From an optimization exercise on the open Yosys and OpenROAD flow, aimed at small area, a short achievable clock period and few clock cycles; shortcuts taken in it are not production practice.
Only simulation tests tie the RTL to the original design; equivalence was not proved.
Power figures rest on the tool's default switching activity, not on a simulated workload.

## design/flow/config.mk

```make
export PLATFORM = sky130hd
export DESIGN_NAME = chipmunk
export DESIGN_NICKNAME = chipmunk
export VERILOG_FILES = /design/flow/design.v
export SDC_FILE = /design/flow/constraint.sdc
export NUM_CORES = 4
export LEC_CHECK = 0
export CAP_MARGIN = 20
export CORE_MARGIN = 2
export CORE_UTILIZATION = 55
export SETUP_SLACK_MARGIN = 2.5
export SLEW_MARGIN = 20
```

## design/flow/constraint.sdc

```tcl
create_clock -name core_clock -period 5.0 [get_ports {clk}]
set_input_delay 1.0000 -clock core_clock [delete_from_list [all_inputs] [get_ports {clk}]]
set_output_delay 1.0000 -clock core_clock [all_outputs]
set_load 0.01 [all_outputs]
```

## design/flow/design.v

```verilog
module chipmunk
	#(parameter addrSize = 12)
	(input clk,
	 input reset,
	 input [addrSize-1:0] startPC,
	 input [7:0] dataBus,
	 output [7:0] dataBusWrite,
	 output [addrSize-1:0] addrBus,
	 output weMem,
	 output done);
	function [8:0] add8(input [7:0] a, input [7:0] b, input ci);
		reg [7:0] g, p, gg, pp, g2, p2;
		reg [8:0] c;
		integer i, d;
		begin
			g = a & b;
			p = a ^ b;
			gg = g;
			pp = p;
			for (d = 1; d < 8; d = d * 2) begin
				g2 = gg; p2 = pp;
				for (i = d; i < 8; i = i + 1) begin
					g2[i] = gg[i] | (pp[i] & gg[i-d]);
					p2[i] = pp[i] & pp[i-d];
				end
				gg = g2; pp = p2;
			end
			c[0] = ci;
			c[8:1] = gg | (pp & {8{ci}});
			add8 = {c[8], p ^ c[7:0]};
		end
	endfunction
	function [3:0] inc4(input [3:0] a);
		inc4 = {a[3] ^ (&a[2:0]), a[2] ^ (&a[1:0]), a[1] ^ a[0], !a[0]};
	endfunction
	function [3:0] dec4(input [3:0] a);
		dec4 = {a[3] ^ !(|a[2:0]), a[2] ^ !(|a[1:0]), a[1] ^ !a[0], !a[0]};
	endfunction
	function [11:0] inc12(input [11:0] a);
		integer i;
		begin
			for (i = 0; i < 12; i = i + 1)
				inc12[i] = a[i] ^ (&(a | ~((12'd1 << i) - 12'd1)));
		end
	endfunction
	function [7:0] inc8(input [7:0] a);
		integer i;
		begin
			for (i = 0; i < 8; i = i + 1)
				inc8[i] = a[i] ^ (&(a | ~((8'd1 << i) - 8'd1)) | (i == 0));
		end
	endfunction
	function [7:0] dec8(input [7:0] a);
		integer i;
		begin
			for (i = 0; i < 8; i = i + 1)
				dec8[i] = a[i] ^ (!(|(a & ((8'd1 << i) - 8'd1))));
		end
	endfunction
	reg [7:0] aReg, xReg, yReg;
	reg [5:0] spReg;
	reg nFlag, cFlag;
	reg [7:0] zVal;               
	wire zFlag = (zVal == 8'd0);
	reg sF, sO1, sO2, sP1, sP2, sM, sW, sR1, sR2, sBD, sC1, sC2, sPW;
	reg [11:0] ar;                
	reg [11:0] pc;                
	reg [7:0] ir;                 
	reg irValid;
	reg [7:0] dr;                 
	reg [3:0] hr;                 
	reg rc;                       
	reg wr;                       
	reg finished;
	reg xAluX, xAluY, xSub, xUseC;
	reg wsA, wsX, wsY, wsD;
	reg pX, pY;
	reg pR;                       
	reg rs;                       
	reg cx;                       
	assign addrBus = ar;
	assign weMem = !wr;
	assign done = finished;
	wire [5:0] f = ir[7:2];
	wire [1:0] ss = ir[1:0];
	wire iBr    = f[5:3] == 3'b111;
	wire iBsr   = f == 6'h39;
	wire iRmw   = f[5:3] == 3'b011 && f[0];
	wire iMem   = !f[5] && f[0] && f != 6'h07;       
	wire iSt    = f == 6'h21 || f == 6'h23 || f == 6'h25;
	wire iLdy   = f == 6'h28;
	wire iSty   = f == 6'h29;
	wire taken = !f[2] ? (!f[1] || (f[0] == nFlag)) :
	             (!f[1] ? (f[0] == zFlag) : (f[0] == cFlag));
	wire [5:0] bf = dataBus[7:2];
	wire [1:0] bs = dataBus[1:0];
	wire bStack = bf[5:3] == 3'b110;
	wire bRts   = bf == 6'h27;
	wire bMem   = !bf[5] && bf[0] && bf != 6'h07;
	wire bSt    = bf == 6'h21 || bf == 6'h23 || bf == 6'h25 || bf == 6'h29;
	wire bBr    = bf[5:3] == 3'b111;
	wire bPhp   = bf == 6'h30;
	wire [11:0] arInc = inc12(ar);
	wire [7:0]  spInc8 = inc8({2'b0, spReg});
	wire [7:0]  spDec8 = dec8({2'b0, spReg});
	wire [5:0]  spInc = spInc8[5:0];
	wire [5:0]  spDec = spDec8[5:0];
	wire spUp = (sF && (bRts || (bStack && bf[0]))) || sR1;
	wire spDown = (sW && (f[5:3] == 3'b110)) || sC1 || sC2;
	wire [5:0] spN = spUp ? spInc : (spDown ? spDec : spReg);
	wire [7:0] idx = ({8{pX}} & xReg) | ({8{pY}} & yReg) | ({8{pR}} & ar[7:0]);
	wire [8:0] idxIn = add8(dataBus, idx, pR);
	wire [3:0] tgtHi = (!pR || cx == rs) ? hr : (cx ? inc4(hr) : dec4(hr));
	wire [3:0] busHi = dataBus[3:0];
	wire [3:0] busHiInc = inc4(busHi);
	wire [11:0] idxA = {cx ? busHiInc : busHi, dr};
	reg nF, nO1, nO2, nP1, nP2, nM, nW, nR1, nR2, nBD, nC1, nC2, nPW;
	reg aInc, aPC, aSP, aHB, aIdx, aPtr, aHD, aHold;
	always @* begin
		{nF, nO1, nO2, nP1, nP2, nM, nW, nR1, nR2, nBD, nC1, nC2, nPW} = 13'b0;
		{aInc, aPC, aSP, aHB, aIdx, aPtr, aHD, aHold} = 8'b0;
		if (sF) begin
			if (bRts) begin nR1 = 1'b1; aSP = 1'b1; end
			else if (bPhp) begin nPW = 1'b1; aSP = 1'b1; end
			else if (bStack && !bf[0]) begin nW = 1'b1; aSP = 1'b1; end
			else if (bStack) begin nM = 1'b1; aSP = 1'b1; end
			else if (bs != 2'b00) begin nO1 = 1'b1; aInc = 1'b1; end
			else if (bMem) nM = 1'b1;                  
			else if (bSt) nW = 1'b1;                   
			else if (bBr) begin nBD = 1'b1; aInc = 1'b1; end
			else begin nF = 1'b1; aInc = 1'b1; end
		end
		if (sO1) begin
			if (ss[1]) begin nO2 = 1'b1; aInc = 1'b1; end
			else if (iMem) begin nM = 1'b1; aHB = 1'b1; end
			else if (iSt) begin nW = 1'b1; aHB = 1'b1; end
			else if (iLdy || iSty) begin nP1 = 1'b1; aHB = 1'b1; end
			else if (iBr && taken) begin
				if (iBsr) begin nC1 = 1'b1; aSP = 1'b1; end
				else begin nBD = 1'b1; aHold = 1'b1; end
			end
			else begin nF = 1'b1; aInc = 1'b1; end
		end
		if (sO2) begin
			if (iMem || iSt || (iSty && ss[0])) begin
				if (iMem) nM = 1'b1; else nW = 1'b1;
				aIdx = 1'b1;
			end
			else if (!ss[0] && (iLdy || iSty)) begin
				if (iLdy) nM = 1'b1; else nW = 1'b1;
				aIdx = 1'b1;
			end
			else if (iBr && taken) begin
				if (iBsr) begin nC1 = 1'b1; aSP = 1'b1; end
				else begin nF = 1'b1; aIdx = 1'b1; end
			end
			else begin nF = 1'b1; aInc = 1'b1; end
		end
		if (sP1) begin nP2 = 1'b1; aPtr = 1'b1; end
		if (sP2) begin
			if (iLdy) nM = 1'b1; else nW = 1'b1;
			aIdx = 1'b1;
		end
		if (sM) begin
			if (iRmw) begin nW = 1'b1; aHold = 1'b1; end
			else begin nF = 1'b1; aPC = 1'b1; end
		end
		if (sW) begin nF = 1'b1; aPC = 1'b1; end
		if (sPW) begin nW = 1'b1; aHold = 1'b1; end
		if (sR1) begin nR2 = 1'b1; aSP = 1'b1; end
		if (sR2) begin nF = 1'b1; aHB = 1'b1; end
		if (sBD) begin
			if (!taken) begin nF = 1'b1; aPC = 1'b1; end
			else if (iBsr) begin nC1 = 1'b1; aSP = 1'b1; end
			else begin nF = 1'b1; aHD = 1'b1; end
		end
		if (sC1) begin nC2 = 1'b1; aSP = 1'b1; end
		if (sC2) begin
			nF = 1'b1; aHD = 1'b1;
		end
	end
	wire [11:0] arN = ({12{aInc}} & arInc) |
	                  ({12{aPC}}  & pc) |
	                  ({12{aSP}}  & {6'b000111, spN}) |
	                  ({12{aHB}}  & {hr, dataBus}) |
	                  ({12{aIdx}} & idxA) |
	                  ({12{aPtr}} & {4'b0, inc8(dr)}) |
	                  ({12{aHD}}  & {tgtHi, dr});
	always @(posedge clk) begin
		if (!reset) begin
			{sF, sO1, sO2, sP1, sP2, sM, sW, sR1, sR2, sBD, sC1, sC2, sPW} <= 13'h1000;
			ar <= startPC;
			wr <= 1'b0;
		end else begin
			{sF, sO1, sO2, sP1, sP2, sM, sW, sR1, sR2, sBD, sC1, sC2, sPW} <=
				{nF, nO1, nO2, nP1, nP2, nM, nW, nR1, nR2, nBD, nC1, nC2, nPW};
			if (!aHold)
				ar <= arN;
			wr <= nW || nC1 || nC2;
		end
	end
	always @(posedge clk) begin
		if (!reset)
			finished <= 1'b0;
		else if (sF && dataBus == 8'h83)
			finished <= 1'b1;
	end
	always @(posedge clk) begin
		if (!reset)
			irValid <= 1'b0;
		else if (sF)
			irValid <= 1'b1;
	end
	always @(posedge clk)
		if (sF || sO1 || sO2)
			pc <= arInc;
	always @(posedge clk) begin
		if (!reset)
			spReg <= 6'd63;
		else
			spReg <= spN;
	end
	always @(posedge clk) begin
		if (sF) begin
			ir <= dataBus;
			dr <= {7'b0, bf[5:3] == 3'b101 && bf[2:1] != 2'b00};
			hr <= 4'b0;
		end
		if (sO1)
			dr <= dataBus;
		if (sO1 && pR) begin
			hr <= ar[11:8];
			rs <= dataBus[7];
		end
		if ((sO1 && (ss[1] || pR)) || sP1) begin
			dr <= idxIn[7:0];
			cx <= idxIn[8];
		end
		if (sO2)
			hr <= idxA[11:8];
		if (sR1)
			hr <= dataBus[3:0];
		if (sM) begin
			case (f[2:1])
				2'b00: dr <= {dataBus[6:0], cFlag};         
				2'b01: dr <= {cFlag, dataBus[7:1]};         
				2'b10: dr <= inc8(dataBus);                 
				default: dr <= dec8(dataBus);               
			endcase
			if (!iRmw)
				dr <= dataBus;
			rc <= f[1] ? dataBus[0] : dataBus[7];
		end
		if (sPW)
			dr <= {5'b0, nFlag, zFlag, cFlag};
	end
	always @(posedge clk) begin
		if (sF) begin
			xAluX <= bf == 6'h16 || bf == 6'h17 || bf == 6'h2C || bf == 6'h2D;
			xAluY <= bf == 6'h1C || bf == 6'h2E || bf == 6'h2F;
			xSub  <= bf[5:2] == 4'b0101 || bf == 6'h1C || (bf[5:3] == 3'b001 && bf[1]) ||
			         (bf[5:3] == 3'b101 && bf[0]);
			xUseC <= bf[5:2] == 4'b0011;
			wsA   <= bf == 6'h21 || bf == 6'h29 || bf == 6'h32;
			wsX   <= bf == 6'h23 || bf == 6'h34;
			wsY   <= bf == 6'h25 || bf == 6'h36;
			wsD   <= bf[5:3] == 3'b011 && bf[0] || bf == 6'h30;
			pX    <= bs == 2'b11 && (bMem || bSt || bBr);
			pY    <= (bf == 6'h28 || bf == 6'h29) && bs != 2'b11;
			pR    <= bBr && bs == 2'b01;
		end
	end
	wire xSelD = f[5:1] == 5'b00000 || f[5:1] == 5'b00001 || f[5:1] == 5'b00010 ||
	           f == 6'h19 || f == 6'h1B || f == 6'h1D || f == 6'h1F ||
	           f == 6'h28 || f == 6'h33 || f == 6'h35 || f == 6'h37;
	wire xSelS = f[5:3] == 3'b001 || f[5:2] == 4'b0101 || f == 6'h1C ||
	           (f[5:3] == 3'b101 && f[2:1] != 2'b00);
	wire xSelB = f[5:2] == 4'b0100;
	wire xSelH = f == 6'h18 || f == 6'h1A;
	wire xSelX = f == 6'h24 || f == 6'h26;
	wire xWA = f[5:1] == 5'b00000 || f[5:3] == 3'b001 || f[5:2] == 4'b0100 ||
	           f == 6'h18 || f == 6'h1A || f == 6'h24 || f == 6'h26 ||
	           f == 6'h28 || f[5:1] == 5'b10101 || f == 6'h33;
	wire xWX = f[5:1] == 5'b00001 || f[5:1] == 5'b10110 || f == 6'h35;
	wire xWY = f[5:1] == 5'b00010 || f[5:1] == 5'b10111 || f == 6'h37;
	wire xXA = f == 6'h22 || f == 6'h26;
	wire xNZ = f[5:3] == 3'b000 && f[2:1] != 2'b11 ||
	           f[5:3] == 3'b001 || f[5:2] == 4'b0100 || f[5:2] == 4'b0101 ||
	           f[5:2] == 4'b0110 || f == 6'h1C || f == 6'h1D || f == 6'h1F ||
	           (f[5:3] == 3'b101 && f[2:1] != 2'b00);
	wire xPLP = f == 6'h31;
	wire xCF = f[5:1] == 5'b00011;
	wire xCS = f[5:3] == 3'b001 || f[5:2] == 4'b0101 || f == 6'h1C;
	wire xCH = f == 6'h18 || f == 6'h1A;
	wire xCR = f == 6'h19 || f == 6'h1B;
	wire [7:0] aluL = xAluX ? xReg : (xAluY ? yReg : aReg);
	wire [8:0] sum = add8(aluL, xSub ? ~dr : dr, xUseC ? cFlag : xSub);
	wire [7:0] bitRes = ir[3] ? (aReg ^ dr) : ~(aReg | dr);
	wire [7:0] shRes = ir[3] ? {1'b0, aReg[7:1]} : {aReg[6:0], 1'b0};
	wire shC = ir[3] ? aReg[0] : aReg[7];
	wire [7:0] res = ({8{xSelD}} & dr) | ({8{xSelS}} & sum[7:0]) | ({8{xSelB}} & bitRes) |
	                 ({8{xSelH}} & shRes) | ({8{xSelX}} & xReg);
	wire ex = sF && irValid;
	always @(posedge clk) begin
		if (ex && xWA)
			aReg <= res;
		if (ex && (xWX || xXA))
			xReg <= xXA ? aReg : res;
		if (ex && xWY)
			yReg <= res;
		if (ex && xNZ) begin
			nFlag <= res[7];
			zVal <= res;
		end
		if (ex && xPLP) begin
			nFlag <= dr[2];
			zVal <= {7'b0, !dr[1]};
		end
		if (ex && (xCF || xCS || xCH || xCR || xPLP))
			cFlag <= (xCF & ir[2]) | (xCS & sum[8]) | (xCH & shC) | (xCR & rc) | (xPLP & dr[0]);
	end
	assign dataBusWrite = ({8{wsA}} & aReg) | ({8{wsX}} & xReg) | ({8{wsY}} & yReg) |
	                      ({8{wsD}} & dr) | ({8{sC1}} & pc[7:0]) | ({8{sC2}} & {4'b0, pc[11:8]});
endmodule
```

## design/flow/run.sh

```bash
#!/bin/bash
# synth_recipe.tcl (not shown) runs the flow's synth.tcl, then flattens the netlist and writes it again
# the make line also repeats each setting of config.mk as NAME=value (left out here)
make -C /OpenROAD-flow-scripts/flow DESIGN_CONFIG=/design/flow/config.mk WORK_HOME=/design/flow/orfs CLKGATE_MAP_FILE= SYNTH_SCRIPT=/design/flow/synth_recipe.tcl finish
```

==> summary.md, run 1 <==
| Metric | Value |
|---|---|
| Initial core utilization | a little under three fifths |
| Data arrival at the endpoint of the critical path | between 1500 and 2000 ps |
| Endpoint of the worst-slack reg-to-reg timing path | ar[6]$_DFFE_PP_ |
| Depth of the worst register-to-register path | 7 |
| Total wire length | 35700 um |
| Antenna diode count | 0 |
| Number of logic stages on the critical path including buffering | 4 |
| Leading register cell type out of synthesis | edfxtp_1 |
| HPWL after DPL | between 20000 and 25000 um |
| Critical-path top delay cell | edfxtp_1 |
| Setup repair after global routing missed its margin | yes |
| Setup crit end kind | output port |
| Category of cells accounting for the largest share of critical-path delay | flip-flops |
| Adder-Cell Fraction of Synth Area | under 10% |
| Die Span Y | approximately 130 um |
| Worst min-delay path class | reg -> reg |
| Pin count of the biggest net entering global routing | 34 |
| Total count of max-transition violations in the final report | 0 |
| Peak supply drop | 0.287 mV |
| Detail Route Antenna Nets | 0 |
| Total number of vias | ~9400 |
| Required arrival time at the worst endpoint | 4000 ps |
| Count of unresolved DRC violations after routing | 0 |
| Area enclosed by the die boundary | 0.0166 sq mm |
| Start point of the critical path | wsD$_DFFE_PP_ |
| Clock skew | approximately 16 ps |
| Clk Latency, worst-skew pair | about 430 ps |
| WHS | 476 ps |
| Worst Setup Start Kind | flip-flop |
| Post-placement worst setup slack | ~1100 ps |
| Total of endpoints with negative setup slack in the final report | 0 |
| Routability Congestion | 0.974 |
| Longest Clk Path Bufs | 2 |
| Net count after synthesis | slightly above 1000 |
| Clock tree from TritonCTS | done |
| Compound-Gate Fraction of Synth Area | 23.7% |
| Wire length of the first global-routing pass | approximately 50000 um |
| Row count | 45 |
| Core box area | 0.0152 sq mm |
| Number of synthesis warnings | 1 |
| Max-cap violation count | 0 |
| Slowest stage delay, CP | approximately 510 ps |
| Clock tree root driver cell | clkbuf_16 |
| Endpoint of the worst setup timing path | dataBusWrite[4] |
| Combinational family with the most area after synthesis | compound AO/OA/AOI/OAI gates |
| Sequential-to-total area share from yosys stat | between 30% and 40% |
| Power after layout | between 0.004 and 0.005 W |
| Number of library cell types mapped by synthesis | 78 |
| Setup_tns | 0 ps |
| Crit path buf inv count | 2 |
| Via count of the first global-routing pass | a little under 9000 |
| Number of hold buffers added after cts | 0 |
| TritonRoute pass-1 iters | 9 |
| Sink Count | 114 |
| Final cycle utilization of the critical path | 55.9% |
| Gr ovfl total | 0 |
| I/O pins | 44 |
| Time the final worst path needs with I/O delays and setup | around 2800 ps |
| DR iter-0 viols | approximately 1500 |
| Post-synth design cell area | between 0.008 and 0.009 sq mm |
| Setup CP Type | reg -> out |
| Die width | around 130 um |
| Share of async-settable or async-resettable flops after synthesis | 0% |
| Hold Fails Final Rpt | 0 |
| Launch instance of the worst register-to-register path | ir[4]$_DFFE_PP_ |
| Area of all sequential standard cells | between 0.003 and 0.004 sq mm |
| Overall Global Routing Usage | 40.6% |
| Post-synthesis area per instance | approximately 8.9 sq um |
| Highest clock frequency the design can meet | approximately 360 MHz |
| Crit path setup slack, layout | ~2200 ps |
| Drt wl/cell | about 28 um |
| Number of nets in the final layout | ~1200 |
| Instance count of the mapped netlist | 964 |
| Count of buffers from port buffering | 43 |
| Post-synthesis share of cell area spent on xor and xnor gates | under 10% |
| Power density over the cells | around 370 mW/mm^2 |
| Multiplexer share of the synthesized area | under 10% |
| Vias per std cell | between 7 and 8 |
| Filler Cell Count | approximately 1000 |
| Leakage | ~4.6 nW |
| Area of the multi-input gates | about 0.0060 sq mm |
| Clock-pin slew of the registers on the worst-case setup and hold paths | about 60 ps |
| Slew of the pin with the lowest slew margin | around 830 ps |
| Series of cell instances along the critical path | buf_6, a222oi_1, nand2_1, buf_2 |
| Flip-flop and latch count after synthesis | ~110 |
| H-tree depth | 4 |
| Largest fanout on the critical path | 5 |
| Number of antenna violations at the first check in global routing | 0 |
| Status | complete, no violations |
| Setup slack of the worst register-to-register path | around 2300 ps |
| Simple-Gate Fraction of Synth Area | a little under a fifth |
| Worst relative slew slack | 44.3% |
| Clock buffers created by TritonCTS | 17 |
| Post-synth EDFFs | 80 |
| Fraction of layout cells with a size suffix above 1 | between 30% and 40% |
| Growth of design area from synthesis to finish | 37.6% |
==> kinds of logic (layout without fill, tap and decap cells) <==
| group | count (synthesis) | after routing |
|---|---|---|
| compound gates | 285 | 286 |
| mux | 46 | 46 |
| flops | 114 | 114 |
| xor+xnor | 36 | 36 |
| buf+inv | 130 | 274 |
| simple gates | 309 | 309 |
| fa+ha+maj | 44 | 44 |
==> worst reg2reg max path, delay by kind of cell, from the launching register on <==
kind / cells / cell delay [ps]
flops: 1 / 430
buf+inv: 1 / 160
simple gates: 1 / 410
compound gates: 5 / 1460
==> metrics by stage <==
| step | area (sq um) | utilization [%] | instances |
|---|---|---|---|
| after CTS | 11000 | 72.1 | 1258 |
| after floorplan | 8710 | - | 964 |
| after global routing | 11800 | 77.5 | 1297 |
| after detailed placement | 9190 | 60.4 | 1142 |
| after global placement | 9190 | 60.4 | 1142 |
| final | 11800 | 77.5 | 1297 |
==> worst min path at each step <==
stage                               start                     to  cells after the start
finish               zVal[7]$_SDFFE_PP0P_   zVal[7]$_SDFFE_PP0P_                      2
global route         zVal[7]$_SDFFE_PP0P_   zVal[7]$_SDFFE_PP0P_                      2
CTS                 finished$_SDFFE_PN0P_  finished$_SDFFE_PN0P_                      2
floorplan            zVal[7]$_SDFFE_PP0P_   zVal[7]$_SDFFE_PP0P_                      2
global placement     zVal[5]$_SDFFE_PP0P_   zVal[5]$_SDFFE_PP0P_                      2
detailed placement  finished$_SDFFE_PN0P_  finished$_SDFFE_PN0P_                      2
==> placed cells by master, fill, tap and decap left out, types with 9 or more instances in the layout <==
| cell | count |
|---|---|
| buf_6 | 18 |
| buf_12 | 10 |
| mux2i_1 | 23 |
| nor2_1 | 56 |
| clkbuf_16 | 17 |
| ha_4 | 12 |
| a21oi_1 | 34 |
| a22oi_1 | 15 |
| ha_1 | 28 |
| a222oi_1 | 12 |
| o21ai_0 | 38 |
| a21o_1 | 10 |
| clkdlybuf4s50_1 | 27 |
| buf_4 | 106 |
| nand2_1 | 87 |
| o21ai_1 | 11 |
| edfxtp_1 | 80 |
| and3_1 | 9 |
| inv_1 | 57 |
| nor2b_1 | 12 |
| xnor2_1 | 14 |
| nand3_1 | 21 |
| nor3_1 | 14 |
| xor2_1 | 20 |
| and2_1 | 14 |
| a221oi_2 | 15 |
| a31oi_1 | 19 |
| or2_2 | 9 |
| dfxtp_1 | 32 |
| buf_2 | 10 |
| mux2_2 | 13 |
| nand2b_1 | 11 |
==> where the power goes <==
group | leakage, nW | switching, W | internal (W)
sequential | 1.08 | 0.000188 | 0.00120
clock | 0.259 | 0.000469 | 0.000693
combinational | 3.30 | 0.000979 | 0.000864
==> layer usage <==
metal  up-vias  global-route usage (%)  part of all wire, %
li1       3925                       -                    -
met1      4426                    52.5                   36
met2       854                    63.1                   44
met3       222                    9.65                   13
met4         0                    21.9                  6.9
met5         -                       0                    0
==> sequential cells by signal, summed over array words and instances (netlist names), 4 cells and up <==
register / cells
xReg: 8
yReg: 8
zVal: 8
ir: 8
aReg: 8
dr: 8
spReg: 6
pc: 12
hr: 4
ar: 12
==> cell type report <==
cell class / instances / share of cell area (%)
multi-input combinational: 721 / 50.8
clock inverter: 13 / 0.955
tap: 188 / 2.00
timing repair buffer: 181 / 14.2
clock buffer: 19 / 3.76
inverter: 61 / 2.05
sequential: 114 / 26.2
==> cells in the mapped netlist (14+ instances only) <==
cell / number / area [sq um]
dfxtp_1: 34 / 681
nor2b_1: 14 / 87.6
mux2i_1: 27 / 270
o21ai_0: 54 / 270
ha_1: 42 / 526
a22oi_1: 23 / 173
a221oi_1: 21 / 184
nand2b_1: 14 / 87.6
xnor2_1: 15 / 131
inv_1: 61 / 229
clkbuf_1: 46 / 173
nand3_1: 25 / 125
nor2_1: 62 / 233
and2_1: 15 / 93.8
a21oi_1: 42 / 210
xor2_1: 21 / 184
mux2_2: 17 / 191
edfxtp_1: 80 / 2400
a31oi_1: 23 / 144
nor3_1: 22 / 110
nand2_1: 91 / 342
==> repair_timing <==
action                     in CTS  in global routing
pin swaps                      48                 52
gates resized for setup       163                117
setup endpoints to repair     115                 79
setup buffers                  80                 38
cloned                          4                  1
Testbench counts, summed over its fixed seeds: cycles 328,514.
==> run 2: changes to the inputs <==
--- a/design/flow/config.mk
+++ b/design/flow/config.mk
@@ -6,4 +6,5 @@
 export NUM_CORES = 4
 export LEC_CHECK = 0
+export ABC_AREA = 1
 export CAP_MARGIN = 20
 export CORE_MARGIN = 2
==> summary.md, run 2 <==
| Metric | Value |
|---|---|
| Overall Global Routing Usage | 37.2% (-3.4 points) |
| Hold Path Depth | 2 (unchanged) |
| Status | complete, no violations |
| Share of async-settable or async-resettable flops after synthesis | 0% (unchanged) |
| Leakage | 4.91 nW (+6.0%) |
| Peak supply drop | 0.274 mV (-4.6%) |
| Hold Fails Final Rpt | 0 (unchanged) |
| Post-synth EDFFs | 80 (unchanged) |
| Clock tree from TritonCTS | done |
| Flip-flop and latch count after synthesis | 114 (unchanged) |
| Yosys top cell area share | 28.2% (+0.18 points) |
| Pin count of the biggest net entering global routing | 32 (-5.9%) |
| Post-synthesis area per instance | 7.32 sq um (-18%) |
| Instance count of the mapped netlist | 1162 (+21%) |
| Hold Crit Start | zVal[4]$_SDFFE_PP0P_ |
| Clock-pin slew of the registers on the worst-case setup and hold paths | 60 ps (about the same) |
| Wire length of the first global-routing pass | 45800 um (-8.8%) |
| Leading cell types by count after synthesis | 350 x nand2_1, 114 x inv_1, 110 x nor2_1, 80 x edfxtp_1, 70 x a21oi_1 |
| Total number of vias | 9249 (-1.9%) |
| Number of antenna violations at the first check in global routing | 0 (unchanged) |
| Setup repair after global routing missed its margin | yes |
| Longest Clk Path Bufs | 2 (unchanged) |
| Library cell with the highest instance count after synthesis | nand2_1 |
| Required arrival time at the worst endpoint | 4000 ps (about the same) |
| Final cycle utilization of the critical path | 54.5% (-1.4 points) |
| Routability Congestion | 0.947 (-2.8%) |
| Total count of max-transition violations in the final report | 0 (unchanged) |
| Ranking of synthesized cells by area | edfxtp_1 28%, nand2_1 15%, dfxtp_1 8.0% |
| Row count | 45 (unchanged) |
| Detail Route Antenna Nets | 0 (unchanged) |
| Endpoint of the worst-slack reg-to-reg timing path | xReg[6]$_DFFE_PP_ |
| Worst Setup Start Kind | flip-flop |
| Vias per std cell | 6.25 (-14%) |
| Sequential-to-total area share from yosys stat | 36.2% (+0.23 points) |
| Final core utilization | 73.3% (-4.3 points) |
| Start point of the critical path | wsX$_DFFE_PP_ |
| Clock buffers created by TritonCTS | 17 (unchanged) |
| Net count after synthesis | 1228 (+19%) |
| Count of unresolved DRC violations after routing | 0 (unchanged) |
| Gr ovfl total | 0 (unchanged) |
| I/O pins | 44 (unchanged) |
| Number of nets in the final layout | 1346 (+16%) |
| Total of endpoints with negative setup slack in the final report | 0 (unchanged) |
| Leading register cell type out of synthesis | edfxtp_1 |
| Die width | 128 um (-0.31%) |
| Most used cells in the layout excluding fill and tap cells | 315 x nand2_1, 104 x inv_1, 97 x nor2_1 |
| Setup slack of the worst register-to-register path | 2280 ps (about the same) |
| Sink Count | 114 (unchanged) |
| Total wire length | 32200 um (-10%) |
| Highest clock frequency the design can meet | 367 MHz (+2.6%) |
| Setup CP Type | reg -> out |
| Initial core utilization | 56.2% (-0.15 points) |
| Post-synth design cell area | 0.00851 sq mm (-0.64%) |
| Setup crit end kind | output port |
| Clock tree root driver cell | clkbuf_16 |
| Count of buffers from port buffering | 43 (unchanged) |
| HPWL after DPL | 21700 um (-2.4%) |
| Clk Latency, worst-skew pair | 440 ps (about the same) |
| DR iter-0 viols | 1422 (-4.0%) |
| Number of synthesis warnings | 1 (unchanged) |
| Commonest non-fill, non-tap cell in the layout | nand2_1 |
| Via count of the first global-routing pass | 8169 (-7.5%) |
| Largest fanout on the critical path | 7 (+2) |
| Setup_tns | 0 ps (unchanged) |
| Fraction of layout cells with a size suffix above 1 | 24.2% (-8.1 points) |
| Sink of the worst hold path | zVal[4]$_SDFFE_PP0P_ |
| Number of library cell types mapped by synthesis | 63 (-19%) |
| Time the final worst path needs with I/O delays and setup | 2730 ps (-69.8 ps) |
| Die Span Y | 128 um (-0.31%) |
| Antenna diode count | 0 (unchanged) |
| Growth of design area from synthesis to finish | 30.4% |
| Placed inst area | 0.00908 sq mm (-1.2%) |
| Drt wl/cell | 21.7 um (-21%) |
| Top flop regs | ar: 12 flops, pc: 12 flops |
| Library cell with the largest summed area after synthesis | edfxtp_1 |
| TritonRoute pass-1 iters | 6 (-3) |
| Clock skew | 13.7 ps (-1.81 ps) |
| Depth of the worst register-to-register path | 15 (+8) |
| Slew of the pin with the lowest slew margin | 841 ps (+8.54 ps) |
| Data arrival at the endpoint of the critical path | 1730 ps (-70 ps) |
| H-tree depth | 4 (unchanged) |
| Max-cap violation count | 0 (unchanged) |
| Area enclosed by the die boundary | 0.0165 sq mm (-0.62%) |
| Worst min-delay path class | reg -> reg |
| Power density over the cells | 391 mW/mm^2 (+4.8%) |
| Core box area | 0.0151 sq mm (-0.37%) |
| Final std cell area, no fill | 0.0111 sq mm (-5.8%) |
| Launch instance of the worst register-to-register path | xAluY$_DFFE_PP_ |
| Worst relative slew slack | 43.8% (-0.44 points) |
## run 2: cell types whose count changed after synthesis, sizes merged, moves of 17 or more
cell,previous run,this run
a21oi,42,75
a22oi,23,6
clkbuf,47,21
inv,61,128
mux2i,27,1
nand2,91,364
nand3,25,49
nor2,62,120
## run 2: layout make-up
class	instances	area (sq um)
Clock inverter	11	138
Fill cell	1145	4050
Timing Repair Buffer	134	1220
Timing Repair inverter	1	7.51
Tap cell	188	235
Multi-Input combinational cell	881	5430
Clock buffer	21	450
Sequential cell	114	3080
Inverter	131	527
## run 2: how the worst max path moves through the flow
stage / slack, ps / endpoint
detailed placement: 1160 / ar[8]$_DFFE_PP_
global placement: 1170 / ar[8]$_DFFE_PP_
CTS: 2370 / dataBusWrite[3]
global route: 2180 / xReg[6]$_DFFE_PP_
floorplan: 2510 / ar[8]$_DFFE_PP_
finish: 2270 / dataBusWrite[5]
## run 2: repair_timing
action	in CTS	in global routing
hold buffers	0	0
pin swaps	45	43
cloned	3	2
resized for setup	144	108
endpoints found under the setup margin	93	89
buffers inserted	57	24
## run 2: cell families after synthesis
| logic type | Yosys count | share of synthesized area (%) |
|---|---|---|
| AOI/OAI and AO/OA | 228 | 17.1 |
| adders and majority gates | 44 | 6.65 |
| buffers and inverters | 169 | 7.82 |
| xor gates and xnor gates | 31 | 3.19 |
| DFF | 114 | 36.2 |
| and+or+nand+nor | 574 | 28.7 |
| muxes | 2 | 0.250 |
## run 2: worst max-delay path, stage by stage, from the launching register on
cell and delay [ps]:
edfxtp_1 520, buf_6 180, nand2_2 70, nand2_2 80
a221oi_4 210, nand2_1 90, buf_2 140
## run 2: metal layers
metal / global-route usage, % / up-vias / wire length (um)
met2: 57.0 / 700 / 14500
met5: 0 / - / 0
li1: - / 4170 / -
met1: 51.6 / 4244 / 12700
met3: 5.95 / 135 / 3470
met4: 18.0 / 0 / 1500
## run 2: where the power goes
group          switching [W]  total [W]  internal (W)
Clock               0.000460    0.00125      0.000791
Sequential          0.000178    0.00138       0.00120
Combinational       0.000976    0.00171      0.000732
Total                0.00161    0.00434       0.00272
## run 2: per-stage QoR
stage | cells | hold slack (ps) | setup WS, ps | total power [W]
6_report | 1481 | 453 | 2270 | 0.00434
4_1_cts | 1455 | 456 | 2370 | 0.00399
3_5_place_dp | 1363 | 439 | 1160 | 0.00249
2_1_floorplan | 1162 | 423 | 2510 | 0.00211
5_1_grt | 1481 | 478 | 2180 | 0.00449
3_3_place_gp | 1363 | 435 | 1170 | 0.00248
==> run 3: changes to the inputs <==
--- a/design/flow/config.mk
+++ b/design/flow/config.mk
@@ -12,2 +12,3 @@
 export SETUP_SLACK_MARGIN = 2.5
 export SLEW_MARGIN = 20
+export TNS_END_PERCENT = 10
==> summary.md, run 3 <==
| Metric | Value |
|---|---|
| Power dissipated by switching net loads | 0.00147 W (-9.0%) |
| Count of unresolved DRC violations after routing | 0 (unchanged) |
| Routability Congestion | 0.950 (+0.31%) |
| Largest fanout on the critical path | 7 (unchanged) |
| Post-synthesis share of cell area spent on xor and xnor gates | 3.19% (unchanged) |
| Fraction of layout cells with a size suffix above 1 | 18.9% (-5.3 points) |
| Multiplexer share of the synthesized area | 0.250% (unchanged) |
| WHS | 453 ps (+0.0200 ps) |
| Clock skew | 10.1 ps (-3.61 ps) |
| Hold Crit Start | zVal[3]$_SDFFE_PP0P_ |
| Total wire length | 29900 um (-7.2%) |
| Cell count after placement | 1362 (-0.073%) |
| Comb pwr share | 36.2% (-3.2 points) |
| Drt wl/cell | 20.5 um (-5.8%) |
| Hold Fails Final Rpt | 0 (unchanged) |
| Combinational family with the most area after synthesis | simple AND/OR/NAND/NOR gates |
| Most used cells in the layout excluding fill and tap cells | 332 x nand2_1, 108 x inv_1, 106 x nor2_1 |
| Time the final worst path needs with I/O delays and setup | 2760 ps (+30.9 ps) |
| Peak supply drop | 0.254 mV (-7.4%) |
| Die Span Y | 128 um (unchanged) |
| Compound-Gate Fraction of Synth Area | 17.1% (unchanged) |
| Post-synth EDFFs | 80 (unchanged) |
| Leakage | 4.70 nW (-4.3%) |
| Max-cap violation count | 0 (unchanged) |
| Number of synthesis warnings | 1 (unchanged) |
| Ranking of synthesized cells by area | edfxtp_1 28%, nand2_1 15%, dfxtp_1 8.0% |
| Pin count of the biggest net entering global routing | 32 (unchanged) |
| Detail Route Antenna Nets | 0 (unchanged) |
| Share of total power in sequential cells | 34.3% (+2.5 points) |
| Instance count of the mapped netlist | 1162 (unchanged) |
| Worst relative slew slack | 40.7% (-3.2 points) |
| Setup_tns | 0 ps (unchanged) |
| Sequential-to-total area share from yosys stat | 36.2% (unchanged) |
| Highest clock frequency the design can meet | 363 MHz (-1.1%) |
| HPWL after DPL | 21600 um (-0.46%) |
| Area enclosed by the die boundary | 0.0165 sq mm (unchanged) |
| Power density over the cells | 383 mW/mm^2 (-2.0%) |
| Yosys top cell area share | 28.2% (unchanged) |
| Number of antenna violations at the first check in global routing | 0 (unchanged) |
| Library cell with the largest summed area after synthesis | edfxtp_1 |
| Row count | 45 (unchanged) |
| Vias per std cell | 6.06 (-2.9%) |
| DR iter-0 viols | 1276 (-10%) |
| Number of nets in the final layout | 1325 (-1.6%) |
| Worst Setup Start Kind | flip-flop |
| Non-filler instance count after layout | 1460 (-1.4%) |
| Post-synth design cell area | 0.00851 sq mm (unchanged) |
| Worst min-delay path class | reg -> reg |
| Switching share of power | 36.7% (-0.49 points) |
| Total of endpoints with negative setup slack in the final report | 0 (unchanged) |
| Setup repair after global routing missed its margin | yes |
| Clock tree root driver cell | clkbuf_16 |
| Clock-pin slew of the registers on the worst-case setup and hold paths | 60 ps (about the same) |
| Placed inst area | 0.00907 sq mm (about the same) |
| Final std cell area, no fill | 0.0104 sq mm (-5.9%) |
| Post-synthesis area per instance | 7.32 sq um (unchanged) |
| Longest Clk Path Bufs | 2 (unchanged) |
| Clock buffers created by TritonCTS | 17 (unchanged) |
| Simple-Gate Fraction of Synth Area | 28.7% (unchanged) |
| H-tree depth | 4 (unchanged) |
| Top flop regs | ar: 12 flops, pc: 12 flops |
| Leading register cell type out of synthesis | edfxtp_1 |
| Series of cell instances along the critical path | buf_6, nand2_4, nand2_2, a221oi_2, nand3_1, buf_2 |
| Setup crit end kind | output port |
| Commonest non-fill, non-tap cell in the layout | nand2_1 |
| Power after layout | 0.00400 W (-7.7%) |
| Number of library cell types mapped by synthesis | 63 (unchanged) |
| Clk Latency, worst-skew pair | 420 ps (-20 ps) |
| Clock tree from TritonCTS | done |
| TritonRoute pass-1 iters | 6 (unchanged) |
| Crit path buf inv count | 2 (unchanged) |
| Wire length of the first global-routing pass | 44800 um (-2.0%) |
| Final cycle utilization of the critical path | 55.1% (+0.62 points) |
| Library cell with the highest instance count after synthesis | nand2_1 |
| Adder-Cell Fraction of Synth Area | 6.65% (unchanged) |
| Gr ovfl total | 0 (unchanged) |
| Data arrival at the endpoint of the critical path | 1760 ps (+30 ps) |
| Core box area | 0.0151 sq mm (unchanged) |
| Proportion of power drawn by the clock network | 29.5% (+0.7 points) |
| Flip-flop and latch count after synthesis | 114 (unchanged) |
| Initial core utilization | 56.2% (unchanged) |
| Category of cells accounting for the largest share of critical-path delay | flip-flops |
| Growth of design area from synthesis to finish | 22.8% |
| Antenna diode count | 0 (unchanged) |
| Slowest stage delay, CP | 540 ps (+20 ps) |
| Power Internal | 0.00253 W (-7.0%) |
| Overall Global Routing Usage | 36.2% (-0.99 points) |
| I/O pins | 44 (unchanged) |
| Total number of vias | 8852 (-4.3%) |
| Net count after synthesis | 1228 (unchanged) |
| Required arrival time at the worst endpoint | 4000 ps (about the same) |
| Sink Count | 114 (unchanged) |
| Status | complete, no violations |
| Setup CP Type | reg -> out |
| Die width | 128 um (unchanged) |
| Number of hold buffers added after cts | 0 (unchanged) |
| Launch instance of the worst register-to-register path | xAluY$_DFFE_PP_ |
| Slew of the pin with the lowest slew margin | 878 ps (+37.1 ps) |
| Leading cell types by count after synthesis | 350 x nand2_1, 114 x inv_1, 110 x nor2_1, 80 x edfxtp_1, 70 x a21oi_1 |
| Critical-path top delay cell | edfxtp_1 |
| Via count of the first global-routing pass | 8121 (-0.59%) |
| Filler Cell Count | 1281 (+12%) |
| Count of buffers from port buffering | 43 (unchanged) |
| Share of async-settable or async-resettable flops after synthesis | 0% (unchanged) |
| Total count of max-transition violations in the final report | 0 (unchanged) |
| Start point of the critical path | wsX$_DFFE_PP_ |
==> run 3: changes by cell type in the layout (fill, tap and decap cells not counted), moves of 4 or more <==
cell / change
a221oi_4: -4
nor2_1: +9
ha_1: +5
nand2_4: -7
ha_4: -4
buf_12: -4
nand2_2: -12
nand2_1: +17
buf_6: -9
nor2_4: -6
buf_4: -8
inv_1: +4
nand3_1: +5
==> run 3: cell families after synthesis <==
group / Yosys count
AOI/OAI and AO/OA: 228
xor gates and xnor gates: 31
adders and majority gates: 44
buffers and inverters: 169
DFF: 114
muxes: 2
and+or+nand+nor: 574
==> run 3: cell type report <==
| type | count | area [sq um] | share of cell area (%) |
|---|---|---|---|
| Timing Repair Buffer | 115 | 975 | 9.33 |
| Tap cell | 188 | 235 | 2.25 |
| Sequential cell | 114 | 3080 | 29.5 |
| Clock inverter | 12 | 116 | 1.11 |
| Inverter | 131 | 513 | 4.91 |
| Clock buffer | 20 | 447 | 4.28 |
| Timing Repair inverter | 1 | 7.51 | 0.0719 |
| Multi-Input combinational cell | 879 | 5070 | 48.5 |
==> run 3: worst paths after layout <==
path	endpoint	slack, ps	depth (start not counted)
worst max-delay path	dataBusWrite[1]	2240	6
worst min-delay path	zVal[3]$_SDFFE_PP0P_	450	2
worst max register to register	xReg[5]$_DFFE_PP_	2270	16
worst min register to register	zVal[3]$_SDFFE_PP0P_	450	2
==> run 3: metal layers <==
metal  vias to the layer above  routed length (um)  track usage (%)  part of all wire (%)
met5                         -                   0                0                     0
met4                         0                1310             15.8                   4.4
met3                        86                2960             5.53                   9.9
met2                       536               13500             56.3                    45
met1                      4121               12100             50.4                    41
li1                       4109                   -                -                     -
==> run 3: tightest hold or removal path: cells and delay by family, from the launching register on <==
family | cells | cell delay [ps]
AND/OR/NAND/NOR | 2 | 100
flip-flops | 1 | 310
==> run 3: timing repair <==
item / 4_1_cts / 5_1_grt
hold endpoints to repair: 0 / 0
gates resized for setup: 84 / 68
pin swaps: 10 / 36
cloned: 1 / 1
setup endpoints to repair: 111 / 89
buffers inserted: 42 / 22
==> run 3: metrics by stage <==
stage	worst slack, ps	utilization, %
floorplan	2490	-
global placement	1230	59.9
detailed placement	1170	59.9
CTS	2260	66.4
global route	2200	69.0
finish	2240	69.0
==> run 3: power by group through the flow <==
stage	registers [W]	logic (W)	clock network [W]
after floorplan	0.00131	0.000796	0
after global placement	0.00141	0.00107	0
after detailed placement	0.00141	0.00109	0
after CTS	0.00136	0.00120	0.00118
after global routing	0.00138	0.00157	0.00122
final	0.00137	0.00145	0.00118
==> run 4: changes to the inputs <==
--- a/design/flow/config.mk
+++ b/design/flow/config.mk
@@ -10,5 +10,5 @@
 export CORE_MARGIN = 2
 export CORE_UTILIZATION = 55
+export CTS_BUF_LIST = sky130_fd_sc_hd__clkbuf_4 sky130_fd_sc_hd__clkbuf_8
 export SETUP_SLACK_MARGIN = 2.5
 export SLEW_MARGIN = 20
-export TNS_END_PERCENT = 10
==> summary.md, run 4 <==
| Metric | Value |
|---|---|
| Number of synthesis warnings | 1 (unchanged) |
| Slowest stage delay, CP | 470 ps (-70 ps) |
| Number of nets in the final layout | 1343 (+1.4%) |
| Via count of the first global-routing pass | 7998 (-1.5%) |
| Sequential-to-total area share from yosys stat | 36.2% (unchanged) |
| Hold Fails Final Rpt | 0 (unchanged) |
| Comb pwr share | 43.5% (+7.3 points) |
| Instance count of the mapped netlist | 1162 (unchanged) |
| Largest fanout on the critical path | 6 (-1) |
| Net count after synthesis | 1228 (unchanged) |
| Leading register cell type out of synthesis | edfxtp_1 |
| DR iter-0 viols | 1235 (-3.2%) |
| Post-synth EDFFs | 80 (unchanged) |
| Setup CP Type | reg -> reg |
| Total wire length | 31500 um (+5.4%) |
| Die width | 128 um (unchanged) |
| Post-synthesis area per instance | 7.32 sq um (unchanged) |
| HPWL after DPL | 21700 um (+0.46%) |
| Growth of design area from synthesis to finish | 28.5% |
| Worst min-delay path class | reg -> reg |
| Wire length of the first global-routing pass | 45000 um (+0.25%) |
| Setup_tns | 0 ps (unchanged) |
| Clock skew | 13.2 ps (+3.09 ps) |
| Commonest non-fill, non-tap cell in the layout | nand2_1 |
| Row count | 45 (unchanged) |
| Leakage | 4.88 nW (+3.8%) |
| Series of cell instances along the critical path | clkinvlp_4, buf_12, buf_6, o21ai_4, ha_4, a21oi_2, o2111ai_2, nand2_2, nand2_2, or2_4, nand3_4, nand2_4, nand2_2, nand2_1 |
| Library cell with the largest summed area after synthesis | edfxtp_1 |
| Core box area | 0.0151 sq mm (unchanged) |
| Count of unresolved DRC violations after routing | 0 (unchanged) |
| Clock buffers created by TritonCTS | 17 (unchanged) |
| H-tree depth | 4 (unchanged) |
| Required arrival time at the worst endpoint | 5220 ps (+1220 ps) |
| Category of cells accounting for the largest share of critical-path delay | simple AND/OR/NAND/NOR gates |
| Clk Latency, worst-skew pair | 470 ps (+50 ps) |
| Switching share of power | 39.1% (+2.3 points) |
| Final core utilization | 72.2% (+3.2 points) |
| Most used cells in the layout excluding fill and tap cells | 309 x nand2_1, 105 x inv_1, 95 x nor2_1 |
| Detail Route Antenna Nets | 0 (unchanged) |
| Die Span Y | 128 um (unchanged) |
| Gr ovfl total | 0 (unchanged) |
| Count of buffers from port buffering | 43 (unchanged) |
| Longest Clk Path Bufs | 2 (unchanged) |
| Worst relative slew slack | 43.9% (+3.2 points) |
| Flip-flop and latch count after synthesis | 114 (unchanged) |
| Share of total power in sequential cells | 33.6% (-0.7 points) |
| Area enclosed by the die boundary | 0.0165 sq mm (unchanged) |
| Time the final worst path needs with I/O delays and setup | 2760 ps (+4.06 ps) |
| Routability Congestion | 0.947 (-0.31%) |
| Clock-pin slew of the registers on the worst-case setup and hold paths | 80 ps (+20 ps) |
| Worst Setup Start Kind | flip-flop |
| Library cell with the highest instance count after synthesis | nand2_1 |
| Pin count of the biggest net entering global routing | 32 (unchanged) |
| Critical-path top delay cell | edfxtp_1 |
| Antenna diode count | 0 (unchanged) |
| I/O pins | 44 (unchanged) |
| Crit path buf inv count | 3 (+1) |
| Slew of the pin with the lowest slew margin | 840 ps (-38.4 ps) |
| Proportion of power drawn by the clock network | 22.9% (-6.6 points) |
| Drt wl/cell | 21.3 um (+4.1%) |
| Power Internal | 0.00247 W (-2.5%) |
| Top flop regs | ar: 12 flops, pc: 12 flops |
| Max-cap violation count | 0 (unchanged) |
| Ranking of synthesized cells by area | edfxtp_1 28%, nand2_1 15%, dfxtp_1 8.0% |
| Initial core utilization | 56.2% (unchanged) |
| CP most frequent cell | nand2_2 |
| Leading cell types by count after synthesis | 350 x nand2_1, 114 x inv_1, 110 x nor2_1, 80 x edfxtp_1, 70 x a21oi_1 |
| Sink Count | 114 (unchanged) |
| Share of async-settable or async-resettable flops after synthesis | 0% (unchanged) |
| Setup repair after global routing missed its margin | yes |
| Power density over the cells | 371 mW/mm^2 (-3.2%) |
| Number of hold buffers added after cts | 0 (unchanged) |
| Post-synth design cell area | 0.00851 sq mm (unchanged) |
| Overall Global Routing Usage | 36.5% (+0.27 points) |
| Highest clock frequency the design can meet | 362 MHz (-0.15%) |
| Cell count after placement | 1363 (+0.073%) |
| Peak supply drop | 0.211 mV (-17%) |
| Setup crit end kind | flip-flop |
| Clock tree from TritonCTS | done |
| Final cycle utilization of the critical path | 55.2% (+0.081 points) |
| Total count of max-transition violations in the final report | 0 (unchanged) |
| Clock tree root driver cell | clkbuf_8 |
| Power after layout | 0.00405 W (+1.3%) |
| Number of library cell types mapped by synthesis | 63 (unchanged) |
| Fraction of layout cells with a size suffix above 1 | 24.9% (+6.0 points) |
| Status | complete, no violations |
| Number of antenna violations at the first check in global routing | 0 (unchanged) |
| Total number of vias | 9023 (+1.9%) |
| Non-filler instance count after layout | 1478 (+1.2%) |
| Data arrival at the endpoint of the critical path | 2980 ps (+1220 ps) |
| Vias per std cell | 6.10 (+0.69%) |
| TritonRoute pass-1 iters | 8 (+2) |
| Yosys top cell area share | 28.2% (unchanged) |
| Filler Cell Count | 1181 (-7.8%) |
| Total of endpoints with negative setup slack in the final report | 0 (unchanged) |
| Power dissipated by switching net loads | 0.00158 W (+7.8%) |
[run 4: cell types whose count changed in the layout (fill, tap and decap cells not counted), sizes merged]
| cell | before | now |
|---|---|---|
| nand2 | 364 | 366 |
| buf | 84 | 99 |
| bufinv | 2 | 3 |
| inv | 125 | 126 |
| clkinv | 10 | 7 |
| dlymetal6s2s | 0 | 1 |
| clkbuf | 22 | 25 |
| dlygate4sd2 | 0 | 1 |
| clkdlybuf4s50 | 27 | 26 |
| clkdlybuf4s15 | 2 | 0 |
[run 4: repair_timing]
item                                    CTS  global route
buffers inserted                         49            30
resized for setup                       147           123
cloned                                    2             2
pin swaps                                46            41
endpoints found under the setup margin   94            89
[run 4: through the flow]
stage                     instance area [sq um]  setup WS (ps)  hold WS, ps
after detailed placement                   9080           1160          439
final                                     10900           2240          451
after global routing                      10900           2170          481
after CTS                                 10200           2270          450
after global placement                     9080           1170          435
after floorplan                            8530           2510          423
[run 4: routing by layer]
layer / GRT usage, % / wire length (um) / up-vias
met2: 57.4 / 14200 / 612
met1: 50.5 / 12500 / 4129
met3: 6.61 / 3280 / 125
met4: 13.5 / 1530 / 0
met5: 0 / 0 / -
li1: - / - / 4157
[run 4: cells by family (layout without fill, tap and decap cells)]
family                   after synthesis  after routing  synth area share (%)
XOR/XNOR                              31             31                  3.19
adder cells (fa/ha/maj)               44             44                  6.65
buffers and inverters                169            295                  7.82
AND/OR/NAND/NOR                      574            576                  28.7
AO/OA/AOI/OAI                        228            228                  17.1
flip-flops                           114            114                  36.2
multiplexers                           2              2                 0.250
[run 4: layout make-up]
class	instances	area, sq um	share of cell area (%)
clock inverter	11	138	1.26
timing repair buffer	131	1160	10.6
clock buffer	21	270	2.47
timing repair inverter	1	7.51	0.0686
tap	188	235	2.15
inverter	131	528	4.83
sequential	114	3080	28.2
multi-input combinational	881	5510	50.4
[run 4: worst register-to-register path, cell delays in order (launching register included)]
cell and delay [ps]:
edfxtp_1 470, clkinvlp_4 190, buf_12 170, buf_6 110, o21ai_4 180, ha_4 250, a21oi_2 170, o2111ai_2 170
nand2_2 130, nand2_2 80, or2_4 260, nand3_4 80, nand2_4 90, nand2_2 80, nand2_1 80
[run 4: final timing paths]
path,slack [ps],cells after the start,endpoint,start
max,2240,14,xReg[7]$_DFFE_PP_,xAluX$_DFFE_PP_
min,450,2,zVal[4]$_SDFFE_PP0P_,zVal[4]$_SDFFE_PP0P_
min reg2reg,450,2,zVal[4]$_SDFFE_PP0P_,zVal[4]$_SDFFE_PP0P_
max reg2reg,2240,14,xReg[7]$_DFFE_PP_,xAluX$_DFFE_PP_
[run 4: power groups by stage]
stage | registers [W] | logic, W | clock network [W]
after floorplan | 0.00131 | 0.000797 | 0
after detailed placement | 0.00141 | 0.00109 | 0
final | 0.00136 | 0.00177 | 0.000928
after global placement | 0.00141 | 0.00107 | 0
after CTS | 0.00136 | 0.00140 | 0.000925
after global routing | 0.00137 | 0.00188 | 0.000967
==> run 5: changes to the inputs <==
--- a/design/flow/design.v
+++ b/design/flow/design.v
@@ -73,5 +73,5 @@
 	reg wr;                       
 	reg finished;
-	reg xAluX, xAluY, xSub, xUseC;
+	reg xAluA, xAluX, xAluY, xSub, xUseC;    
 	reg wsA, wsX, wsY, wsD;
 	reg pX, pY;
@@ -259,4 +259,6 @@
 			xAluX <= bf == 6'h16 || bf == 6'h17 || bf == 6'h2C || bf == 6'h2D;
 			xAluY <= bf == 6'h1C || bf == 6'h2E || bf == 6'h2F;
+			xAluA <= !(bf == 6'h16 || bf == 6'h17 || bf == 6'h2C || bf == 6'h2D ||
+			           bf == 6'h1C || bf == 6'h2E || bf == 6'h2F);
 			xSub  <= bf[5:2] == 4'b0101 || bf == 6'h1C || (bf[5:3] == 3'b001 && bf[1]) ||
 			         (bf[5:3] == 3'b101 && bf[0]);
@@ -294,5 +296,5 @@
 	wire xCH = f == 6'h18 || f == 6'h1A;
 	wire xCR = f == 6'h19 || f == 6'h1B;
-	wire [7:0] aluL = xAluX ? xReg : (xAluY ? yReg : aReg);
+	wire [7:0] aluL = ({8{xAluA}} & aReg) | ({8{xAluX}} & xReg) | ({8{xAluY}} & yReg);
 	wire [8:0] sum = add8(aluL, xSub ? ~dr : dr, xUseC ? cFlag : xSub);
 	wire [7:0] bitRes = ir[3] ? (aReg ^ dr) : ~(aReg | dr);
@@ -306,7 +308,7 @@
 			aReg <= res;
 		if (ex && (xWX || xXA))
-			xReg <= xXA ? aReg : res;
+			xReg <= ({8{xXA}} & aReg) | ({8{xSelD}} & dr) | ({8{xSelS}} & sum[7:0]);
 		if (ex && xWY)
-			yReg <= res;
+			yReg <= ({8{xSelD}} & dr) | ({8{xSelS}} & sum[7:0]);
 		if (ex && xNZ) begin
 			nFlag <= res[7];
--- a/design/flow/config.mk
+++ b/design/flow/config.mk
@@ -10,5 +10,5 @@
 export CORE_MARGIN = 2
 export CORE_UTILIZATION = 55
-export CTS_BUF_LIST = sky130_fd_sc_hd__clkbuf_4 sky130_fd_sc_hd__clkbuf_8
 export SETUP_SLACK_MARGIN = 2.5
 export SLEW_MARGIN = 20
+export TNS_END_PERCENT = 5
==> summary.md, run 5 <==
| Metric | Value |
|---|---|
| Sequential-to-total area share from yosys stat | 35.6% (-0.59 points) |
| Setup CP Type | reg -> out |
| HPWL after DPL | 22400 um (+3.4%) |
| Longest Clk Path Bufs | 2 (unchanged) |
| Highest clock frequency the design can meet | 373 MHz (+3.1%) |
| Share of async-settable or async-resettable flops after synthesis | 0% (unchanged) |
| Setup crit end kind | output port |
| Library cell with the largest summed area after synthesis | edfxtp_1 |
| TritonRoute pass-1 iters | 6 (-2) |
| Flip-flop and latch count after synthesis | 115 (+0.88%) |
| Vias per std cell | 5.96 (-2.4%) |
| DR iter-0 viols | 1068 (-14%) |
| Detail Route Antenna Nets | 0 (unchanged) |
| Pin count of the biggest net entering global routing | 37 (+16%) |
| H-tree depth | 4 (unchanged) |
| Number of nets in the final layout | 1319 (-1.8%) |
| Core box area | 0.0157 sq mm (+3.7%) |
| Drt wl/cell | 20.1 um (-5.7%) |
| Worst relative slew slack | 28.0% (-16 points) |
| Clock tree root driver cell | clkbuf_16 |
| Post-synthesis area per instance | 7.32 sq um (about the same) |
| Total of endpoints with negative setup slack in the final report | 0 (unchanged) |
| Cell count after placement | 1416 (+3.9%) |
| Clock tree from TritonCTS | done |
| Commonest non-fill, non-tap cell in the layout | nand2_1 |
| Peak supply drop | 0.253 mV (+20%) |
| Largest fanout on the critical path | 6 (unchanged) |
| Routability Congestion | 0.981 (+3.6%) |
| Hold Fails Final Rpt | 0 (unchanged) |
| Top flop regs | ar: 12 flops, pc: 12 flops |
| I/O pins | 44 (unchanged) |
| Overall Global Routing Usage | 35.9% (-0.60 points) |
| Data arrival at the endpoint of the critical path | 1680 ps (-1300 ps) |
| Final cycle utilization of the critical path | 53.6% (-1.7 points) |
| Growth of design area from synthesis to finish | 17.6% |
| Number of library cell types mapped by synthesis | 60 (-4.8%) |
| Number of hold buffers added after cts | 0 (unchanged) |
| Most used cells in the layout excluding fill and tap cells | 327 x nand2_1, 112 x inv_1, 102 x nor2_1 |
| Wire length of the first global-routing pass | 45000 um (+0.12%) |
| Hold Path Depth | 2 (unchanged) |
| Worst Setup Start Kind | flip-flop |
| Count of unresolved DRC violations after routing | 0 (unchanged) |
| Leakage | 4.59 nW (-6.0%) |
| Row count | 46 (+2.2%) |
| Worst min-delay path class | reg -> reg |
| Required arrival time at the worst endpoint | 4000 ps (-1220 ps) |
| Area of the multi-input gates | 0.00513 sq mm (-7.0%) |
| Area enclosed by the die boundary | 0.0169 sq mm (+2.5%) |
| Gr ovfl total | 0 (unchanged) |
| Die width | 130 um (+1.3%) |
| Clock skew | 8.06 ps (-5.14 ps) |
| Yosys top cell area share | 27.9% (-0.38 points) |
| Antenna diode count | 0 (unchanged) |
| Ranking of synthesized cells by area | edfxtp_1 28%, nand2_1 15%, dfxtp_1 7.8% |
| Leading cell types by count after synthesis | 345 x nand2_1, 118 x inv_1, 108 x nor2_1, 81 x edfxtp_1, 76 x nand3_1 |
| Number of synthesis warnings | 1 (unchanged) |
| Instance count of the mapped netlist | 1193 (+2.7%) |
| Clk Latency, worst-skew pair | 430 ps (-40 ps) |
| Total count of max-transition violations in the final report | 0 (unchanged) |
| Sink Count | 115 (+0.88%) |
| Status | complete, no violations |
| Power density over the cells | 372 mW/mm^2 (+0.43%) |
| Setup repair after global routing missed its margin | yes |
| Non-filler instance count after layout | 1482 (+0.27%) |
| Setup_tns | 0 ps (unchanged) |
| Net count after synthesis | 1259 (+2.5%) |
| Time the final worst path needs with I/O delays and setup | 2680 ps (-82.8 ps) |
| Placed inst area | 0.00925 sq mm (+1.8%) |
| Fraction of layout cells with a size suffix above 1 | 17.5% (-7.4 points) |
| Clock-pin slew of the registers on the worst-case setup and hold paths | 60 ps (-20 ps) |
| Die Span Y | 130 um (+1.3%) |
| Depth of the worst register-to-register path | 12 (-2) |
| Filler Cell Count | 1405 (+19%) |
| Via count of the first global-routing pass | 8120 (+1.5%) |
| Count of buffers from port buffering | 43 (unchanged) |
| Slew of the pin with the lowest slew margin | 1080 ps (+239 ps) |
| Number of antenna violations at the first check in global routing | 0 (unchanged) |
| Total number of vias | 8828 (-2.2%) |
| Post-synth design cell area | 0.00873 sq mm (+2.6%) |
| Leading register cell type out of synthesis | edfxtp_1 |
| Library cell with the highest instance count after synthesis | nand2_1 |
| Post-synth EDFFs | 81 (+1.3%) |
| Clock buffers created by TritonCTS | 17 (unchanged) |
| Area of all sequential standard cells | 0.00311 sq mm (+1.0%) |
| Max-cap violation count | 0 (unchanged) |
| Total wire length | 29800 um (-5.5%) |
| Final std cell area, no fill | 0.0103 sq mm (-6.1%) |
| Initial core utilization | 55.6% (-0.60 points) |
-- run 5: worst paths after layout --
| kind | from | end | slack (ps) |
|---|---|---|---|
| max | wsX$_DFFE_PP_ | dataBusWrite[7] | 2320 |
| min | zVal[4]$_SDFFE_PP0P_ | zVal[4]$_SDFFE_PP0P_ | 460 |
| max reg2reg | xSub$_DFFE_PP_ | aReg[7]$_DFFE_PP_ | 2390 |
| min reg2reg | zVal[4]$_SDFFE_PP0P_ | zVal[4]$_SDFFE_PP0P_ | 460 |
-- run 5: cell families after synthesis --
logic type,share of synthesized area (%)
buf+inv,8.67
flops,35.6
fa+ha+maj,6.48
compound gates,15.3
xor+xnor,3.01
simple gates,30.9
-- run 5: where the power goes --
part,internal (W),total [W],switching (W)
sequential,0.00121,0.00140,0.000187
clock,0.000634,0.00112,0.000488
combinational,0.000502,0.00130,0.000802
total,0.00234,0.00382,0.00148
-- run 5: layout make-up --
class | count | area share, %
well taps | 216 | 2.63
multi-input cells | 901 | 49.9
flip-flops and latches | 115 | 30.3
repair buffers | 84 | 6.77
clock inverters | 15 | 1.07
clock buffers | 17 | 4.14
inverters | 134 | 5.11
-- run 5: per-stage QoR --
step	power, W	utilization [%]	setup WS, ps	hold slack (ps)
floorplan	0.00216	-	2480	423
global placement	0.00254	58.8	1300	440
detailed placement	0.00255	58.8	1210	449
CTS	0.00370	64.0	2250	458
global route	0.00402	65.3	2220	497
finish	0.00382	65.3	2320	458
-- run 5: critical path, cell delays in order (launching register included) --
cell and delay (ps):
edfxtp_1 500, buf_6 170, nand2_2 50, nand2_2 70
a221oi_2 190, nand2_1 120, buf_2 160
-- run 5: layer usage --
layer / share of wire, % / global-route usage, % / wire length [um] / vias to the layer above
li1: - / - / - / 4129
met1: 41 / 48.5 / 12300 / 4110
met2: 46 / 55.8 / 13600 / 517
met3: 9.4 / 7.71 / 2790 / 72
met4: 3.6 / 15.3 / 1080 / 0
met5: 0 / 0 / 0 / -
-- run 5: repair_timing --
item                       in CTS  in global routing
pin swaps                      14                 15
setup endpoints to repair      91                 94
resized for setup              82                 56
setup buffers                  24                 10
Testbench counts of run 5, summed over its fixed seeds: cycles 328,514.
==> run 6: changes to the inputs <==
--- a/design/flow/config.mk
+++ b/design/flow/config.mk
@@ -10,4 +10,5 @@
 export CORE_MARGIN = 2
 export CORE_UTILIZATION = 55
+export PLACE_DENSITY = 0.75
 export SETUP_SLACK_MARGIN = 2.5
 export SLEW_MARGIN = 20
==> summary.md, run 6 <==
| Metric | Value |
|---|---|
| Die width | 130 um (unchanged) |
| Largest fanout on the critical path | 4 (-2) |
| Clock-pin slew of the registers on the worst-case setup and hold paths | 60 ps (about the same) |
| Share of total power in sequential cells | 33.7% (-2.8 points) |
| Row count | 46 (unchanged) |
| Wire length of the first global-routing pass | 45200 um (+0.52%) |
| Top flop regs | ar: 12 flops, pc: 12 flops |
| Leading cell types by count after synthesis | 345 x nand2_1, 118 x inv_1, 108 x nor2_1, 81 x edfxtp_1, 76 x nand3_1 |
| Net count after synthesis | 1259 (unchanged) |
| Library cell with the largest summed area after synthesis | edfxtp_1 |
| Setup slack of the worst register-to-register path | 2450 ps (+60 ps) |
| H-tree depth | 4 (unchanged) |
| Filler Cell Count | 1355 (-3.6%) |
| Number of antenna violations at the first check in global routing | 0 (unchanged) |
| Post-synth EDFFs | 81 (unchanged) |
| Data arrival at the endpoint of the critical path | 1690 ps (about the same) |
| CP most frequent cell | nand2_2 |
| Total of endpoints with negative setup slack in the final report | 0 (unchanged) |
| Required arrival time at the worst endpoint | 4000 ps (about the same) |
| Antenna diode count | 0 (unchanged) |
| Setup_tns | 0 ps (unchanged) |
| Power Internal | 0.00260 W (+11%) |
| Critical-path top delay cell | edfxtp_1 |
| Number of library cell types mapped by synthesis | 60 (unchanged) |
| Total count of max-transition violations in the final report | 0 (unchanged) |
| Number of hold buffers added after cts | 0 (unchanged) |
| Commonest non-fill, non-tap cell in the layout | nand2_1 |
| Power density over the cells | 394 mW/mm^2 (+5.9%) |
| Status | complete, no violations |
| Series of cell instances along the critical path | buf_6, nand2_2, nand2_2, a221oi_4, nand3_2, buf_2 |
| Detail Route Antenna Nets | 0 (unchanged) |
| Via count of the first global-routing pass | 8149 (+0.36%) |
| Clock buffers created by TritonCTS | 17 (unchanged) |
| Area enclosed by the die boundary | 0.0169 sq mm (unchanged) |
| Total number of vias | 9025 (+2.2%) |
| Number of nets in the final layout | 1325 (+0.45%) |
| Total wire length | 30100 um (+1.3%) |
| Drt wl/cell | 20.3 um (+0.90%) |
| Time the final worst path needs with I/O delays and setup | 2690 ps (+16.1 ps) |
| Pin count of the biggest net entering global routing | 32 (-14%) |
| DR iter-0 viols | 1268 (+19%) |
| Post-synth design cell area | 0.00873 sq mm (unchanged) |
| Worst Setup Start Kind | flip-flop |
| Sequential-to-total area share from yosys stat | 35.6% (unchanged) |
| I/O pins | 44 (unchanged) |
| Vias per std cell | 6.07 (+1.8%) |
| Library cell with the highest instance count after synthesis | nand2_1 |
| Initial core utilization | 55.6% (unchanged) |
| Ranking of synthesized cells by area | edfxtp_1 28%, nand2_1 15%, dfxtp_1 7.8% |
| Leakage | 4.66 nW (+1.7%) |
| Start point of the critical path | wsX$_DFFE_PP_ |
| Hold Crit Start | zVal[4]$_SDFFE_PP0P_ |
| Most used cells in the layout excluding fill and tap cells | 333 x nand2_1, 113 x inv_1, 106 x nor2_1 |
| Overall Global Routing Usage | 35.5% (-0.31 points) |
| Longest Clk Path Bufs | 2 (unchanged) |
| Clock tree root driver cell | clkbuf_16 |
| Setup repair after global routing missed its margin | yes |
| Number of synthesis warnings | 1 (unchanged) |
| Crit path buf inv count | 2 (unchanged) |
| Switching share of power | 36.6% (-2.0 points) |
| Placed inst area | 0.00924 sq mm (about the same) |
| Clk Latency, worst-skew pair | 430 ps (about the same) |
| Sink Count | 115 (unchanged) |
| Comb pwr share | 34.1% (about the same) |
| Routability Congestion | 0.977 (-0.40%) |
| Final cycle utilization of the critical path | 53.9% (+0.32 points) |
| Fraction of layout cells with a size suffix above 1 | 17.8% (+0.31 points) |
| Setup CP Type | reg -> out |
| Die Span Y | 130 um (unchanged) |
| Core box area | 0.0157 sq mm (unchanged) |
| HPWL after DPL | 21800 um (-2.9%) |
[run 6: cell counts after synthesis]
Identical to the previous run, type by type.
[run 6: cells by family (layout without fill, tap and decap cells)]
kind of cell | after synthesis | in the layout | synth area share (%)
buffers and inverters | 177 | 256 | 8.67
AOI/OAI and AO/OA | 211 | 211 | 15.3
DFF | 115 | 115 | 35.6
and+or+nand+nor | 616 | 616 | 30.9
adders and majority gates | 44 | 44 | 6.48
xor gates and xnor gates | 30 | 30 | 3.01
[run 6: worst paths after layout]
check,end,depth (start not counted)
max,dataBusWrite[0],6
min,zVal[4]$_SDFFE_PP0P_,2
max reg2reg,ar[10]$_DFFE_PP_,13
min reg2reg,zVal[4]$_SDFFE_PP0P_,2
[run 6: layout make-up]
class	count	area, sq um	area share (%)
clock buffers	17	425	4.08
multi-input cells	901	5130	49.3
flip-flops and latches	115	3120	29.9
clock inverters	15	204	1.96
repair buffers	90	749	7.19
inverters	134	523	5.02
well taps	216	270	2.59
[run 6: what timing repair did]
action / CTS / global route
pin swaps: 8 / 27
gates cloned: 0 / 0
setup buffers: 28 / 13
endpoints found under the setup margin: 91 / 81
resized for setup: 84 / 62
[run 6: metal layers]
metal | up-vias | global-route usage [%] | share of wire, %
li1 | 4141 | - | -
met1 | 4169 | 48.1 | 40
met2 | 590 | 55.3 | 45
met3 | 125 | 6.27 | 9.8
met4 | 0 | 17.4 | 5.3
met5 | - | 0 | 0
[run 6: worst min-delay path, delay by kind of cell, from the launching register on]
family,cells,cell delay (ps)
simple gates,2,100
flops,1,310
[run 6: power groups by stage]
stage	combinational, W	sequential [W]	clock [W]
floorplan	0.000845	0.00131	0
global placement	0.00112	0.00141	0
detailed placement	0.00112	0.00142	0
CTS	0.00120	0.00138	0.00132
global route	0.00153	0.00140	0.00136
finish	0.00140	0.00139	0.00132
[run 6: stage by stage]
step	utilization (%)	hold WS (ps)	power, W	setup slack [ps]	std cells
5_1_grt	66.3	471	0.00430	2250	1488
3_3_place_gp	58.8	437	0.00253	1230	1415
2_1_floorplan	-	423	0.00216	2480	1193
4_1_cts	64.3	456	0.00390	2340	1475
6_report	66.3	454	0.00411	2310	1488
3_5_place_dp	58.8	443	0.00254	1220	1415

## port drivers added, routing unchanged
No port has a modelled driver above. Below, the same layouts with a new extraction and two added sets of constraints.
Step 1, drivers: a clkbuf_16 drives clk and a buf_2 each remaining input, both assumed.
Step 2 times the ports against the registers' clock, not the clock port: input delays grow and output delays shrink by t, the midpoint of the rising clock arrivals with the driver on.
Slacks: no drivers / after step 1 / after step 2; pairs: no drivers / after step 1.
run	shift t [ns]	setup WS [ns]
run 1	0.469	2.205 / 2.159 / 1.891
run 2	0.472	2.275 / 2.232 / 2.089
run 3	0.465	2.244 / 2.197 / 2.010
run 4	0.498	2.240 / 2.240 / 2.031
run 5	0.468	2.323 / 2.277 / 1.971
run 6	0.473	2.306 / 2.259 / 1.987
After both steps every run listed still meets setup and hold.
